From an optimization exercise on the open Yosys and OpenROAD flow, aimed at small area, a short achievable clock period and few clock cycles; shortcuts taken in it are not production practice.
In this exercise RTL edits were held to simulation tests only and were not proved equivalent to the original.
The clock port is modelled as an ideal driver, which makes a skipped or thinned clock tree look cheaper than it is; a real chip needs a root buffer or a tree.

==> v4: inputs <==
==> flow/design.v <==
`timescale 1ns / 1ps
`default_nettype none
module blur_unit #(
    parameter W = 16,
    parameter FREE = 0
) (
    input wire clk_in,
    input wire rst_in,
    input wire in_v,
    input wire [7:0] in_d,
    input wire [2*$clog2(W)-1:0] in_addr,  
    output logic out_v,
    output logic [7:0] out_d,
    output logic [2*$clog2(W)-1:0] out_addr,
    output logic sub_v  
);
    localparam XW = $clog2(W);
    wire [XW-1:0] ix = in_addr[XW-1:0];
    wire [XW-1:0] iy = in_addr[2*XW-1:XW];
    logic [XW-1:0] fx;
    logic flushing;
    wire tok = in_v | flushing;
    logic [7:0] lb1 [0:W-1];
    logic [7:0] lb2 [0:W-1];
    always_ff @(posedge clk_in) begin
        if (FREE || tok) begin
            lb1[0] <= in_d;
            lb2[0] <= (iy == 0) ? in_d : lb1[W-1];
            for (int k = 1; k < W; k++) begin
                lb1[k] <= lb1[k-1];
                lb2[k] <= lb2[k-1];
            end
        end
    end
    wire [7:0] mid = lb1[W-1];
    wire [7:0] top = lb2[W-1];
    wire [7:0] bot = flushing ? mid : in_d;
    wire [9:0] vsum = {2'b00, top} + {1'b0, mid, 1'b0} + {2'b00, bot};
    wire vtok = (in_v && iy != 0) || flushing;
    wire [XW-1:0] vxn = flushing ? fx : ix;
    logic [9:0] vr;
    logic vv, vx0, vxl;
    always_ff @(posedge clk_in) begin
        vr <= vsum;
        vx0 <= vxn == 0;
        vxl <= vxn == W-1;
        if (rst_in) begin
            fx <= 0;
            flushing <= 0;
            vv <= 0;
        end else begin
            vv <= vtok;
            if (in_v && ix == W-1 && iy == W-1) flushing <= 1;
            if (flushing) begin
                fx <= fx + 1'b1;
                if (fx == W-1) flushing <= 0;
            end
        end
    end
    logic [9:0] ha, hb;
    logic pend;
    wire [9:0] tc = pend ? hb : vr;
    wire [11:0] hsum = {2'b00, ha} + {1'b0, hb, 1'b0} + {2'b00, tc};
    wire htok = (vv && !vx0) || pend;
    wire [2*XW-1:0] next_addr = out_addr + out_v;
    always_ff @(posedge clk_in) begin
        if (FREE || vv) begin
            ha <= vx0 ? vr : hb;
            hb <= vr;
        end
        out_d <= hsum[11:4];
        if (rst_in) begin
            pend <= 0;
            out_v <= 0;
            sub_v <= 0;
            out_addr <= 0;
        end else begin
            pend <= vv && vxl;
            out_v <= htok;
            sub_v <= htok && !next_addr[0] && !next_addr[XW];
            out_addr <= next_addr;
        end
    end
endmodule
`default_nettype wire
`timescale 1ns / 1ps
`default_nettype none
module gaussian_pyramid #(
                    parameter BIT_DEPTH = 8,
                    parameter TOP_WIDTH = 16,
                    parameter TOP_HEIGHT = 16
                    ) (
                    input wire clk_in,
                    input wire rst_in,
                    output logic [$clog2(TOP_WIDTH * TOP_HEIGHT)-1:0] ext_read_addr,
                    output logic ext_read_addr_valid,
                    input wire [BIT_DEPTH-1:0] ext_pixel_in,
                    output logic [$clog2(TOP_WIDTH * TOP_HEIGHT)-1:0] O1L1_write_addr,
                    output logic O1L1_write_valid,
                    output logic [BIT_DEPTH-1:0] O1L1_pixel_out,
                    output logic [$clog2(TOP_WIDTH * TOP_HEIGHT)-1:0] O1L2_write_addr,
                    output logic O1L2_write_valid,
                    output logic [BIT_DEPTH-1:0] O1L2_pixel_out,
                    output logic [$clog2(TOP_WIDTH * TOP_HEIGHT)-1:0] O1L3_write_addr,
                    output logic O1L3_write_valid,
                    output logic [BIT_DEPTH-1:0] O1L3_pixel_out,
                    output logic [$clog2(TOP_WIDTH / 2 * TOP_HEIGHT / 2)-1:0] O2L1_write_addr,
                    output logic O2L1_write_valid,
                    output logic [BIT_DEPTH-1:0] O2L1_pixel_out,
                    output logic [$clog2(TOP_WIDTH / 2 * TOP_HEIGHT / 2)-1:0] O2L2_write_addr,
                    output logic O2L2_write_valid,
                    output logic [BIT_DEPTH-1:0] O2L2_pixel_out,
                    output logic [$clog2(TOP_WIDTH / 2 * TOP_HEIGHT / 2)-1:0] O2L3_write_addr,
                    output logic O2L3_write_valid,
                    output logic [BIT_DEPTH-1:0] O2L3_pixel_out,
                    output logic [$clog2(TOP_WIDTH / 4 * TOP_HEIGHT / 4)-1:0] O3L1_write_addr,
                    output logic O3L1_write_valid,
                    output logic [BIT_DEPTH-1:0] O3L1_pixel_out,
                    output logic [$clog2(TOP_WIDTH / 4 * TOP_HEIGHT / 4)-1:0] O3L2_write_addr,
                    output logic O3L2_write_valid,
                    output logic [BIT_DEPTH-1:0] O3L2_pixel_out,
                    output logic [$clog2(TOP_WIDTH / 4 * TOP_HEIGHT / 4)-1:0] O3L3_write_addr,
                    output logic O3L3_write_valid,
                    output logic [BIT_DEPTH-1:0] O3L3_pixel_out,
                    input wire start_in,
                    output logic pyramid_done
                    );
    logic rd_v1, rd_v2;
    always_ff @(posedge clk_in) begin
        if (rst_in) begin
            ext_read_addr_valid <= 0;
            ext_read_addr <= 0;
            rd_v1 <= 0;
            rd_v2 <= 0;
            O1L1_write_valid <= 0;
            O1L1_write_addr <= 0;
        end else begin
            if (start_in) ext_read_addr_valid <= 1;
            else if (ext_read_addr == 8'hff) ext_read_addr_valid <= 0;
            ext_read_addr <= ext_read_addr + ext_read_addr_valid;
            rd_v1 <= ext_read_addr_valid;
            rd_v2 <= rd_v1;
            O1L1_write_valid <= rd_v2;
            O1L1_write_addr <= O1L1_write_addr + O1L1_write_valid;
        end
        O1L1_pixel_out <= ext_pixel_in;
    end
    logic o1_sub, o1l2_sub, o2_sub, o2l2_sub, o3l2_sub, o3l3_sub;
    blur_unit #(.W(16), .FREE(1)) b1 (
        .clk_in(clk_in), .rst_in(rst_in),
        .in_v(O1L1_write_valid), .in_d(O1L1_pixel_out), .in_addr(O1L1_write_addr),
        .out_v(O1L2_write_valid), .out_d(O1L2_pixel_out), .out_addr(O1L2_write_addr),
        .sub_v(o1l2_sub));
    blur_unit #(.W(16), .FREE(1)) b2 (
        .clk_in(clk_in), .rst_in(rst_in),
        .in_v(O1L2_write_valid), .in_d(O1L2_pixel_out), .in_addr(O1L2_write_addr),
        .out_v(O1L3_write_valid), .out_d(O1L3_pixel_out), .out_addr(O1L3_write_addr),
        .sub_v(o1_sub));
    assign O2L1_write_valid = o1_sub;
    assign O2L1_pixel_out = O1L3_pixel_out;
    assign O2L1_write_addr = {O1L3_write_addr[7:5], O1L3_write_addr[3:1]};
    blur_unit #(.W(8), .FREE(0)) b3 (
        .clk_in(clk_in), .rst_in(rst_in),
        .in_v(o1_sub), .in_d(O1L3_pixel_out), .in_addr(O2L1_write_addr),
        .out_v(O2L2_write_valid), .out_d(O2L2_pixel_out), .out_addr(O2L2_write_addr),
        .sub_v(o2l2_sub));
    blur_unit #(.W(8), .FREE(0)) b4 (
        .clk_in(clk_in), .rst_in(rst_in),
        .in_v(O2L2_write_valid), .in_d(O2L2_pixel_out), .in_addr(O2L2_write_addr),
        .out_v(O2L3_write_valid), .out_d(O2L3_pixel_out), .out_addr(O2L3_write_addr),
        .sub_v(o2_sub));
    assign O3L1_write_valid = o2_sub;
    assign O3L1_pixel_out = O2L3_pixel_out;
    assign O3L1_write_addr = {O2L3_write_addr[5:4], O2L3_write_addr[2:1]};
    blur_unit #(.W(4), .FREE(0)) b5 (
        .clk_in(clk_in), .rst_in(rst_in),
        .in_v(o2_sub), .in_d(O2L3_pixel_out), .in_addr(O3L1_write_addr),
        .out_v(O3L2_write_valid), .out_d(O3L2_pixel_out), .out_addr(O3L2_write_addr),
        .sub_v(o3l2_sub));
    blur_unit #(.W(4), .FREE(0)) b6 (
        .clk_in(clk_in), .rst_in(rst_in),
        .in_v(O3L2_write_valid), .in_d(O3L2_pixel_out), .in_addr(O3L2_write_addr),
        .out_v(O3L3_write_valid), .out_d(O3L3_pixel_out), .out_addr(O3L3_write_addr),
        .sub_v(o3l3_sub));
    always_ff @(posedge clk_in) begin
        if (rst_in) pyramid_done <= 0;
        else pyramid_done <= O3L3_write_valid && O3L3_write_addr == 4'hf;
    end
endmodule
`default_nettype wire
==> flow/flow/run.sh <==
#!/bin/bash
set -euo pipefail
bash standard.sh SETUP_SLACK_MARGIN=7.5 BUFFER_PORTS_ARGS=-buffer_cell\ sky130_fd_sc_hd__buf_2 CTS_ARGS=-sink_clustering_enable\ -repair_clock_nets\ -dont_use_dummy_load\ -sink_clustering_size\ 30\ -sink_clustering_max_diameter\ 60 finish > standard_flow.log 2>&1
==> flow/standard.sh <==
#!/bin/bash
# synth_recipe.tcl (not shown) runs the flow's synth.tcl, then flattens the netlist and writes it again
# the make line also repeats each setting of config.mk as NAME=value (left out here)
make -C /OpenROAD-flow-scripts/flow DESIGN_CONFIG=/design/flow/config.mk WORK_HOME=/design/flow/orfs CLKGATE_MAP_FILE= SYNTH_SCRIPT=/design/flow/synth_recipe.tcl "${@:-finish}"
==> flow/config.mk <==
export PLATFORM = sky130hd
export DESIGN_NAME = gaussian_pyramid
export DESIGN_NICKNAME = gaussian_pyramid
export VERILOG_FILES = /design/flow/design.v
export SDC_FILE = /design/flow/constraint.sdc
export NUM_CORES = 8
export LEC_CHECK = 0
export CAP_MARGIN = 20
export CORE_MARGIN = 2
export CORE_UTILIZATION = 60
export SLEW_MARGIN = 20
export SYNTH_MEMORY_MAX_BITS = 16384
==> flow/constraint.sdc <==
create_clock -name core_clock -period 10.0 [get_ports {clk_in}]
set_input_delay 2.0000 -clock core_clock [delete_from_list [all_inputs] [get_ports {clk_in}]]
set_output_delay 2.0000 -clock core_clock [all_outputs]
set_load 0.01 [all_outputs]
==> inputs of v3, as changes to v4 <==
==> flow/flow/run.sh (replaced) <==
#!/bin/bash
set -euo pipefail
bash standard.sh \
  SETUP_SLACK_MARGIN=7 \
  "BUFFER_PORTS_ARGS=-buffer_cell sky130_fd_sc_hd__buf_2" \
  "CTS_ARGS=-sink_clustering_enable -repair_clock_nets -dont_use_dummy_load" \
  finish > standard_flow.log 2>&1
Settings changed: CORE_UTILIZATION 60 to 40.
==> inputs of v30, as changes to v4 <==
==> flow/flow/run.sh (replaced) <==
#!/bin/bash
set -euo pipefail
bash standard.sh "POST_CTS_TCL=$PWD/flow/post_cts.tcl" SETUP_SLACK_MARGIN=6.75 BUFFER_PORTS_ARGS=-buffer_cell\ sky130_fd_sc_hd__buf_2 CTS_ARGS=-sink_clustering_enable\ -repair_clock_nets\ -dont_use_dummy_load\ -sink_clustering_size\ 30\ -sink_clustering_max_diameter\ 60 finish > standard_flow.log 2>&1
==> flow/flow/post_cts.tcl (new file) <==
# Rebuild the top of the clock tree with one buffer level less: the clock
# port drives four buffers (one per quadrant of the leaf buffers), each of
# which drives the leaf buffers of its quadrant directly. Leaf buffers and
# their flip-flops stay as CTS built them, so the tree stays balanced.
set block [ord::get_db_block]
set clk_port_net [[$block findBTerm clk_in] getNet]
set master [[ord::get_db] findMaster sky130_fd_sc_hd__clkbuf_16]

# the buffers the port drives, then every buffer level down to the leaves
proc drv_buffers {net} {
  set res {}
  foreach it [$net getITerms] {
    if {[$it isInputSignal]} {
      set inst [$it getInst]
      if {[string match "sky130_fd_sc_hd__clkbuf*" [[$inst getMaster] getName]]} { lappend res $inst }
    }
  }
  return $res
}
proc out_net {inst} {
  foreach it [$inst getITerms] { if {[$it isOutputSignal]} { return [$it getNet] } }
}
set upper {}
set level [drv_buffers $clk_port_net]
set leaves {}
# descend until the next level drives no more clock buffers
while {1} {
  set next {}
  foreach b $level { set next [concat $next [drv_buffers [out_net $b]]] }
  if {[llength $next] == 0} { set leaves $level; break }
  set upper [concat $upper $level]
  set level $next
}
puts "post_cts: [llength $upper] upper buffers, [llength $leaves] leaf buffers"
if {[llength $upper] == 0} { return }

# split leaves into four groups: by median x, then by median y in each half
proc med {vals} { set s [lsort -integer $vals]; return [lindex $s [expr {[llength $s]/2}]] }
proc cx {i} { set b [$i getBBox]; return [expr {([$b xMin]+[$b xMax])/2}] }
proc cy {i} { set b [$i getBBox]; return [expr {([$b yMin]+[$b yMax])/2}] }
set xs {}; foreach l $leaves { lappend xs [cx $l] }
set mx [med $xs]
set halves [list {} {}]
foreach l $leaves { if {[cx $l] < $mx} { lset halves 0 [concat [lindex $halves 0] $l] } else { lset halves 1 [concat [lindex $halves 1] $l] } }
set groups {}
foreach h $halves {
  set ys {}; foreach l $h { lappend ys [cy $l] }
  set my [med $ys]
  set lo {}; set hi {}
  foreach l $h { if {[cy $l] < $my} { lappend lo $l } else { lappend hi $l } }
  lappend groups $lo $hi
}

# remove the upper levels
foreach b $upper {
  set n [out_net $b]
  odb::dbInst_destroy $b
  if {$n ne "NULL" && $n ne ""} { odb::dbNet_destroy $n }
}
# new roots
set gi 0
foreach g $groups {
  if {[llength $g] == 0} { continue }
  set sx 0; set sy 0
  foreach l $g { set sx [expr {$sx + [cx $l]}]; set sy [expr {$sy + [cy $l]}] }
  set sx [expr {$sx / [llength $g]}]; set sy [expr {$sy / [llength $g]}]
  set name "clkroot_${gi}_clk_in"
  set inst [odb::dbInst_create $block $master $name]
  set net [odb::dbNet_create $block "clknet_root_${gi}_clk_in"]
  $net setSigType CLOCK
  $inst setLocation $sx $sy
  $inst setPlacementStatus PLACED
  foreach it [$inst getITerms] {
    set mt [[$it getMTerm] getName]
    if {$mt eq "A"} { $it connect $clk_port_net }
    if {$mt eq "X"} { $it connect $net }
  }
  foreach l $g {
    foreach it [$l getITerms] { if {[$it isInputSignal]} { $it disconnect; $it connect $net } }
  }
  incr gi
}
puts "post_cts: $gi root buffers"
detailed_placement
check_placement -verbose
estimate_parasitics -placement
==> results.cfg <==
[power_and_ir_drop]
power_frac_comb = 0.333
p_switching_mw = 4.07
pg_comb_mw = 4.69

[finish]
signal_buffer_area_fraction = 0.0755

[timing]
worstMarginPinSlew_ns = 1.07

[run_status]
status = timing/DRC/antenna clean

[setup_path]
crit_chain = buf_6

[floorplanning]
rows = 94
[end of results for v4]
==> results.cfg <==
[power_and_ir_drop]
pg_comb_mw = 3.05
ir_worst_vdd_mv = 0.212
p_switching_mw = 3.44
clkPwrFrac = 0.202
power_frac_comb = 0.247

[run_status]
status = timing/DRC/antenna clean

[floorplanning]
rows = 94

[setup_path]
crit_chain = buf_2
crit_family = flip-flops

[timing]
worstMarginPinSlew_ns = 1.01

[synth]
synth-seq-cells = 1245

[place]
postPlaceCellArea_um2 = 41600
[end of results for v30]
==> results.cfg <==
[run_status]
status = timing/DRC/antenna clean

[finish]
final_area_um2 = 47300
signal_buffer_area_fraction = 0.0574

[timing]
worstMarginPinSlew_ns = 1.01

[synth]
yosys_most_used_dff = dfxtp_1

[setup_path]
path_depth = 1
crit_chain = buf_8

[power_and_ir_drop]
pg_comb_mw = 3.49
p_switching_mw = 3.83

[min_path]
hold_path_depth = 0

[drt]
vias = 19100
[end of results for v3]
Testbench counts of v4, summed over its fixed seeds: cycles 7,392.
Testbench counts of v3, summed over its fixed seeds: cycles 7,392.
Testbench counts of v30, summed over its fixed seeds: cycles 7,392.

-- what the ideal ports hide --
The flow's constraints put no driver on any port. The routed layouts listed below were extracted and timed again, unchanged, in two steps.
Step 1 assumes that a clkbuf_16 drives the clock port and a buf_2 every other input.
Step 2 adds t to the input delays and takes it off the output delays; t is the mean of the earliest and latest rising clock arrival at the registers after step 1. Input paths then give back, and output paths get back, about the clock's delay inside the block.
Slacks: no drivers / after step 1 / after step 2; pairs: no drivers / after step 1.
run | t (ns) | setup slack, ns | worst hold slack (ns) | worst setup path after step 2 | latest minus earliest clock arrival (ns)
v4 | 0.662 | 6.817 / 6.749 / 6.895 | 0.273 / 0.273 / 0.273 | input to register | 0.072 / 0.072
v3 | 0.717 | 6.755 / 6.693 / 6.925 | 0.305 / 0.305 / 0.305 | input to register | 0.048 / 0.048
v30 | 0.569 | 6.918 / 6.788 / 6.498 | 0.287 / 0.287 / 0.287 | input to register | 0.065 / 0.065
After both steps setup and hold are still met in every run listed. The setup slack of v30, which loses most, moves by -0.130 ns with the drivers and by -0.420 ns with both steps.
